This is an optimization exercise on Yosys and OpenROAD, whose aim is small area, not a production implementation. Function was checked by simulation only, so behaviour that the tests miss may differ from the original. Power figures rest on the tool's default switching activity, not on a simulated workload.

Setup of run A:
// BitEpicness
module BitEpicness(input clk, input Reset, input [31:0] INPUT_interupt, input [31:0] INPUT_PortData, output [31:0] OUTPUT_PortData, output OUTPUT_WritePort,
		output OUTPUT_ReadPort, output [4:0] OUTPUT_PortAddress, output [31:0] iAddress, input [15:0] iDataOut,
		output [31:0] dAddress, output [31:0] dDataIn, output dWrite, output d32bit, input [31:0] dDataOut,
		output [31:0] baseAddress, input externalStall);
Size in the first run: roughly 1100 flip-flops, ~280 I/O pins.
clock: 9.0 ns
lec_check: 0
cap_margin: 20
core_margin: 2
core_utilization: 40
slew_margin: 20
standard.sh (not shown) runs the stock make flow with config.mk's settings and CLKGATE_MAP_FILE= SYNTH_SCRIPT=/design/flow/synth_recipe.tcl, a recipe that flattens the netlist after the stock synthesis.
==> flow/flow/run.sh <==
#!/bin/bash
# Own layout flow: the standard flow (standard.sh: ORFS from synthesis to
# the routed layout) with these changes:
#  - synthesis is the standard synthesis script with ABC's mapping script
#    replaced by the area-oriented flow/abc.script (see flow/synth.tcl); the
#    registers are mapped before ABC, so they are the standard ones;
#  - the input and output port buffers are the smallest buffer, buf_1;
#  - clock tree synthesis inserts no dummy loads and builds the tree from
#    clkbuf_4 cells, with clusters of at most 8 sinks within 40 um.
# make's output goes to flow.log here; ORFS keeps each step's log in orfs/logs/.
set -euo pipefail
here=$(pwd)
export BUFFER_PORTS_ARGS="-buffer_cell sky130_fd_sc_hd__buf_1"
export CTS_ARGS="-sink_clustering_enable -repair_clock_nets -dont_use_dummy_load -buf_list sky130_fd_sc_hd__clkbuf_4 -sink_clustering_size 8 -sink_clustering_max_diameter 40"
sed -E "s#SYNTH_SCRIPT=[^ ]+#SYNTH_SCRIPT=$here/flow/synth.tcl#" standard.sh > own_standard.sh
grep -q "SYNTH_SCRIPT=$here/flow/synth.tcl" own_standard.sh
bash own_standard.sh finish > flow.log 2>&1
==> flow/flow/abc.script <==
&get -n
&st
&syn2
&dch -f
&nf -R 1000 -p
&st
&dch -f
&nf -R 1000 -p
&put
==> flow/flow/synth.tcl <==
# The standard synthesis (synth_recipe.tcl) with one change: ABC maps with
# the area-oriented script abc.script beside this file instead of ORFS's
# abc_speed.script. Registers are mapped before ABC runs, so they are the
# standard synthesis's registers.
proc synth {args} { yosys synth -nofsm -noshare {*}$args }
set ::area_abc_script [file join [file dirname [file normalize [info script]]] abc.script]
proc abc {args} {
  set i [lsearch -exact $args -script]
  if { $i >= 0 } { lset args [expr {$i + 1}] $::area_abc_script }
  yosys abc {*}$args
}
source $::env(SCRIPTS_DIR)/synth.tcl
# left out here: clear keep_hierarchy, flatten, clean up, hide names made inside functions, write 1_2_yosys.v
For run B, these inputs were changed with respect to run A:
diff --git a/flow/flow/run.sh b/flow/flow/run.sh
--- a/flow/flow/run.sh
+++ b/flow/flow/run.sh
@@ -7,10 +7,10 @@
 #  - the input and output port buffers are the smallest buffer, buf_1;
 #  - clock tree synthesis inserts no dummy loads and builds the tree from
-#    clkbuf_4 cells, with clusters of at most 8 sinks within 40 um.
+#    clkbuf_8 cells, with clusters of at most 14 sinks within 60 um.
 # make's output goes to flow.log here; ORFS keeps each step's log in orfs/logs/.
 set -euo pipefail
 here=$(pwd)
 export BUFFER_PORTS_ARGS="-buffer_cell sky130_fd_sc_hd__buf_1"
-export CTS_ARGS="-sink_clustering_enable -repair_clock_nets -dont_use_dummy_load -buf_list sky130_fd_sc_hd__clkbuf_4 -sink_clustering_size 8 -sink_clustering_max_diameter 40"
+export CTS_ARGS="-sink_clustering_enable -repair_clock_nets -dont_use_dummy_load -buf_list sky130_fd_sc_hd__clkbuf_8 -sink_clustering_size 14 -sink_clustering_max_diameter 60"
 sed -E "s#SYNTH_SCRIPT=[^ ]+#SYNTH_SCRIPT=$here/flow/synth.tcl#" standard.sh > own_standard.sh
 grep -q "SYNTH_SCRIPT=$here/flow/synth.tcl" own_standard.sh
### Flow results
Run A and run B ended up with roughly the same CTS clock-pin slew for the worst setup and hold paths. As far as area growth from synthesis to layout is concerned, run B and run A perform about the same. Portion of the clock cycle consumed by the worst path in the final layout: run B and run A compared, higher one is run A. The final reports for run B and run A show first-pass GRT wire length lower in the former. Clock latency at the later pin of the worst-skew pair, run B and run A: higher on run A. Diff run A..run B | combinational share of power | negligible. met3 track utilization from global routing in run B is 0.99 points lower than in run A.

Another version of the RTL of BitEpicness (not shown whole).
For scale: ~1100 flip-flops, ~280 I/O pins.
export LEC_CHECK = 0
export CAP_MARGIN = 20
export CORE_MARGIN = 2
export CORE_UTILIZATION = 40
export SLEW_MARGIN = 20
create_clock -name core_clock -period 9.0 [get_ports {clk}]
==> flow/flow/run.sh <==
#!/bin/bash
# Own layout flow: the standard flow (standard.sh: ORFS from the standard
# synthesis to the routed layout) with two changes:
#  - the input and output port buffers are the smallest buffer, buf_1;
#  - clock tree synthesis inserts no dummy loads and builds the tree from
#    clkbuf_8 cells, with clusters of at most 14 sinks within 60 um.
# make's output goes to flow.log here; ORFS keeps each step's log in orfs/logs/.
set -euo pipefail
export BUFFER_PORTS_ARGS="-buffer_cell sky130_fd_sc_hd__buf_1"
export CTS_ARGS="-sink_clustering_enable -repair_clock_nets -dont_use_dummy_load -buf_list sky130_fd_sc_hd__clkbuf_8 -sink_clustering_size 14 -sink_clustering_max_diameter 60"
bash standard.sh finish > flow.log 2>&1
Next try:
==> flow/flow/run.sh (replaced) <==
#!/bin/bash
# Own layout flow: the standard flow (standard.sh: ORFS from synthesis to
# the routed layout) with these changes:
#  - synthesis is the standard synthesis script with ABC's mapping script
#    replaced by the area-oriented flow/abc.script (see flow/synth.tcl); the
#    registers are mapped before ABC, so they are the standard ones;
#  - the input and output port buffers are the smallest buffer, buf_1;
#  - clock tree synthesis inserts no dummy loads and builds the tree from
#    clkbuf_8 cells, with clusters of at most 14 sinks within 60 um.
# make's output goes to flow.log here; ORFS keeps each step's log in orfs/logs/.
set -euo pipefail
here=$(pwd)
export BUFFER_PORTS_ARGS="-buffer_cell sky130_fd_sc_hd__buf_1"
export CTS_ARGS="-sink_clustering_enable -repair_clock_nets -dont_use_dummy_load -buf_list sky130_fd_sc_hd__clkbuf_8 -sink_clustering_size 14 -sink_clustering_max_diameter 60"
sed -E "s#SYNTH_SCRIPT=[^ ]+#SYNTH_SCRIPT=$here/flow/synth.tcl#" standard.sh > own_standard.sh
grep -q "SYNTH_SCRIPT=$here/flow/synth.tcl" own_standard.sh
bash own_standard.sh finish > flow.log 2>&1
==> flow/flow/abc.script (new file) <==
&get -n
&st
&syn2
&dch -f
&nf -R 1000 -p
&st
&dch -f
&nf -R 1000 -p
&put
==> flow/flow/synth.tcl (new file) <==
# The standard synthesis (synth_recipe.tcl) with one change: ABC maps with
# the area-oriented script abc.script beside this file instead of ORFS's
# abc_speed.script. Registers are mapped before ABC runs, so they are the
# standard synthesis's registers.
proc synth {args} { yosys synth -nofsm -noshare {*}$args }
set ::area_abc_script [file join [file dirname [file normalize [info script]]] abc.script]
proc abc {args} {
  set i [lsearch -exact $args -script]
  if { $i >= 0 } { lset args [expr {$i + 1}] $::area_abc_script }
  yosys abc {*}$args
}
source $::env(SCRIPTS_DIR)/synth.tcl
# left out here: clear keep_hierarchy, flatten, clean up, hide names made inside functions, write 1_2_yosys.v
After rerunning: The changed run produced a clean layout; die area falls by a little under a tenth; hold slack hardly moves; area after synthesis falls by a little under a tenth.

-- what the ideal ports hide --
How much do the figures lean on ideal ports? The routed layouts below were timed once more, with nothing changed but the port constraints.
Step 1 sets driving cells, clkbuf_16 on the clock port and buf_2 on the other inputs (assumed; they add their load-dependent delay and slew).
Step 2 adds t to the input delays and takes it off the output delays; t is the mean of the earliest and latest rising clock arrival at the registers after step 1. Input paths then give back, and output paths get back, about the clock's delay inside the block.
a / b / c = ideal / step 1 / step 2; a / b = the first two.
run	t, ns	setup WS [ns]	worst hold slack (ns)	slew at the worst register clock pin (ns)
run A	1.248	0.711 / 0.711 / 0.711	0.325 / 0.325 / 0.325	0.10 / 0.10
run B	0.874	0.771 / 0.771 / 0.771	0.368 / 0.368 / 0.368	0.10 / 0.10
the first run of note 2	0.882	2.034 / 2.034 / 2.034	0.354 / 0.354 / 0.354	0.10 / 0.10
the second run of note 2	0.869	0.955 / 0.955 / 0.955	0.355 / 0.355 / 0.355	0.11 / 0.11
After both steps setup and hold are still met in every run listed.
